Context: an optimization exercise on an open-source flow, tuned for small area. The choices shown serve that exercise and are no tape-out recipe. The RTL was checked by simulation tests, not by an equivalence proof against the original design. No driver is modelled on the clock port, so clock power and skew are understated where the tree is cut down; a real chip needs a root buffer or a tree.

// pintest
module pintest 
(
	input wire			CLK100_P,
	input wire			rst,  
	output wire[8:0]	D2IO_n,
	output wire[8:0]	D2IO_p,
	output wire[4:0]	D2I_n,
	output wire[4:0]	D2I_p,
	output wire[5:0]	D3IO_n,
	input wire			TestClock,
	output wire			D3IO_n7,  
	output wire[7:0]	D3IO_p,
	output wire[7:0]	D3I_n,
	output wire[7:0]	D3I_p,
	output wire[7:0]	D6IO_n,
	output wire[7:0]	D6IO_p,
	output wire[7:0]	D6I_n,
	output wire[7:0]	D6I_p,
	output wire[3:0]	LED,
	output wire[7:0]	S0,
	output wire[11:0]	S1,
	output wire[6:0]	S8,
	output wire[0:0]	S6
);
localparam GND = 7'd96;  
localparam [19:0] TMO_INV   = 20'h55555;
localparam [17:0] BLINK_INV = 18'h00000;
localparam [2:0]  SYNC_INV  = 3'b111;
localparam        INC_INV   = 1'b0;
localparam        LAST_INV  = 1'b0;
reg [6:0]  pos_out;      
reg        inc_q;        
reg [2:0]  sync_q;
reg        last_q;
reg [19:0] tmo_q;        
reg [17:0] blink_q;      
reg        led1;
wire [2:0]  sync_testclk = sync_q ^ SYNC_INV;
wire        inc          = inc_q ^ INC_INV;
wire        last_testclk = last_q ^ LAST_INV;
wire [19:0] tmo   = tmo_q ^ TMO_INV;
wire [17:0] blink = blink_q ^ BLINK_INV;
wire por      = inc & ~last_testclk;
wire tmo_mid  = &tmo[18:1];
wire tmo_ones = tmo_mid & tmo[0];
wire timeout  = tmo_ones & tmo[19];
wire reset    = por | timeout;
wire clr      = rst | por;             
wire edge_tc  = sync_testclk[0] & ~last_testclk;
wire por_end  = tmo_mid & tmo[19] & ~tmo[0] & ~last_testclk;
wire [6:0] carry = {inc & (&pos_out[5:0]), inc & (&pos_out[4:0]), inc & (&pos_out[3:0]),
                    inc & (&pos_out[2:0]), inc & (&pos_out[1:0]), inc & pos_out[0], inc};
wire [6:0] pos = (reset | por_end) ? 7'd0 : pos_out ^ carry;
reg [19:0] tmo_next;
always @*
begin
	if (rst)
		tmo_next = 20'hDB6FF;          
	else if (sync_testclk[0] & ~por)
		tmo_next = 20'hFFFFE;          
	else
		tmo_next = {tmo[18:0], ~(tmo[19] ^ tmo[2]) | (tmo_ones & ~por)};
end
  ...
clock: 10.0 ns
lec_check: 0
cap_margin: 20
core_margin: 2
core_utilization: 65
slew_margin: 20
standard.sh (not shown) runs the stock make flow with config.mk's settings and CLKGATE_MAP_FILE= SYNTH_SCRIPT=/design/flow/synth_recipe.tcl, a recipe that flattens the netlist after the stock synthesis.
==> flow/flow/run.sh <==
#!/bin/bash
set -euo pipefail
here=$(pwd)
cat > "$here/flow_synth.tcl" <<EOF
source $here/flow/synth_abc.tcl
source $here/synth_recipe.tcl
EOF
export FLOW_ABC_DIR="$here/flow"
sed "s|SYNTH_SCRIPT=[^ ]*|SYNTH_SCRIPT=$here/flow_synth.tcl ADDER_MAP_FILE=|" standard.sh > flow_standard.sh
export BUFFER_PORTS_ARGS="-buffer_cell sky130_fd_sc_hd__buf_1"
export CTS_ARGS="-sink_clustering_enable -repair_clock_nets -dont_use_dummy_load -buf_list {sky130_fd_sc_hd__clkbuf_4} -root_buf sky130_fd_sc_hd__clkbuf_4"
export POST_CTS_TCL="$here/flow/post_cts.tcl"
export POST_CTS_SLEW=0.110
bash flow_standard.sh > flow.log 2>&1
==> flow/flow/abc_area1.script <==
strash
&get -n
&deepsyn -I 4 -J 50
&put
map -a
topo
==> flow/flow/abc_area2.script <==
strash
dc2
&get -n
&deepsyn -I 4 -J 50
&put
map -a
topo
==> flow/flow/abc_area3.script <==
strash
&get -n
&deepsyn -I 4 -J 50
&put
balance
map -a
topo
==> flow/flow/abc_area4.script <==
strash
&get -n
&deepsyn -I 4 -J 50 -t
&put
map -a
topo
==> flow/flow/abc_area5.script <==
strash
&get -n
&deepsyn -I 4 -J 50
&put
rewrite -z
map -a
topo
==> flow/flow/abc_area6.script <==
strash
&get -n
&deepsyn -I 4 -J 50 -t
&put
dc2
map -a
topo
==> flow/flow/abc_area7.script <==
strash
&get -n
&deepsyn -I 4 -J 50 -t
&put
balance
map -a
topo
==> flow/flow/abc_area8.script <==
strash
dc2
&get -n
&deepsyn -I 4 -J 50 -t
&put
map -a
topo
==> flow/flow/abc_area9.script <==
strash
&get -n
&deepsyn -I 4 -J 50
&put
balance
rewrite -z
map -a
topo
==> flow/flow/abc_areaA.script <==
strash
&get -n
&deepsyn -I 4 -J 50 -t
&put
rewrite -z
map -a
topo
==> flow/flow/abc_areaB.script <==
strash
dc2
&get -n
&deepsyn -I 4 -J 50
&put
balance
map -a
topo
==> flow/flow/abc_areaC.script <==
strash
&get -n
&deepsyn -I 4 -J 50 -t
&put
balance
map -a
mfs2
strash
balance
map -a
topo
==> flow/flow/synth_abc.tcl <==
# Sourced by the flow's synthesis script before synth_recipe.tcl. Replaces the
# abc call of ORFS's synthesis: each area-oriented abc script in flow/ is
# tried on the same netlist, and the one giving the smallest cell area is
# kept. Registers are not touched by abc.
proc abc {args} {
  set i [lsearch -exact $args -script]
  set lib [lindex $args [expr {[lsearch -exact $args -liberty] + 1}]]
  set scripts [lsort [glob $::env(FLOW_ABC_DIR)/abc_area*.script]]
  yosys design -save flow_pre_abc
  set best ""; set best_area 1e30
  foreach s $scripts {
    yosys design -load flow_pre_abc
    yosys abc {*}[lreplace $args [expr {$i + 1}] [expr {$i + 1}] $s]
    yosys tee -q -o $::env(FLOW_ABC_DIR)/../abc_stat.txt stat -liberty $lib
    set f [open $::env(FLOW_ABC_DIR)/../abc_stat.txt]; set t [read $f]; close $f
    regexp {Chip area for (?:top )?module[^:]*:\s*([0-9.]+)} $t -> area
    puts "flow abc: [file tail $s] gives cell area $area"
    if { $area < $best_area } { set best_area $area; set best $s }
  }
  yosys design -load flow_pre_abc
  yosys abc {*}[lreplace $args [expr {$i + 1}] [expr {$i + 1}] $best]
  puts "flow abc: kept [file tail $best] (cell area $best_area)"
}
Other scripts of this flow, unchanged in this note and not shown: flow/flow/post_cts.tcl
The starting point went through all stages and came out clean.
==> next run, changes <==
--- a/flow/flow/run.sh
+++ b/flow/flow/run.sh
@@ -3,8 +3,11 @@
 here=$(pwd)
 cat > "$here/flow_synth.tcl" <<EOF
-source $here/flow/synth_abc.tcl
+proc abc {args} {
+  set i [lsearch -exact \$args -script]
+  if { \$i >= 0 } { set args [lreplace \$args [expr {\$i + 1}] [expr {\$i + 1}] $here/flow/abc_area.script] }
+  yosys abc {*}\$args
+}
 source $here/synth_recipe.tcl
 EOF
-export FLOW_ABC_DIR="$here/flow"
 sed "s|SYNTH_SCRIPT=[^ ]*|SYNTH_SCRIPT=$here/flow_synth.tcl ADDER_MAP_FILE=|" standard.sh > flow_standard.sh
 export BUFFER_PORTS_ARGS="-buffer_cell sky130_fd_sc_hd__buf_1"
==> flow/flow/abc_area.script (new file) <==
&get -n
&deepsyn -I 4 -J 50
&put
map -a
topo
Settings changed: CORE_UTILIZATION 65 to 70.
removed: flow/flow/abc_area1.script
removed: flow/flow/abc_area2.script
removed: flow/flow/abc_area3.script
removed: flow/flow/abc_area4.script
removed: flow/flow/abc_area5.script
removed: flow/flow/abc_area6.script
removed: flow/flow/abc_area7.script
removed: flow/flow/abc_area8.script
removed: flow/flow/abc_area9.script
removed: flow/flow/abc_areaA.script
removed: flow/flow/abc_areaB.script
removed: flow/flow/abc_areaC.script
removed: flow/flow/synth_abc.tcl
The new run did not get past global placement, error GPL-0301.
Synthesized cell count increases by 1.3%.
Area after synthesis increases by 0.98%.

afterwards: timing with drivers on the ports:
Ports are ideal in the flow. The routed layout listed here was re-timed in OpenROAD. Step 1, drivers: a clkbuf_16 drives CLK100_P and a buf_2 each remaining input, both assumed. Step 2 moves the port delays by t, midway between the first and last clock arrival at a register: inputs arrive t later, outputs are due t later. That takes back most of the time a late clock gives input paths. a / b / c = ideal / step 1 / step 2; a / b = the first two.
run: the first run
t, ns: 0.173
setup slack, ns: 6.114 / 6.064 / 6.224
worst hold slack (ns): 0.324 / 0.324 / 0.324
worst setup path after step 2: input to register
worst data-port slew with drivers (ns): 0.05
After both steps the first run still meets setup and hold. For the first run, drivers alone change the setup slack by -0.050 ns; drivers and shift together by +0.110 ns.
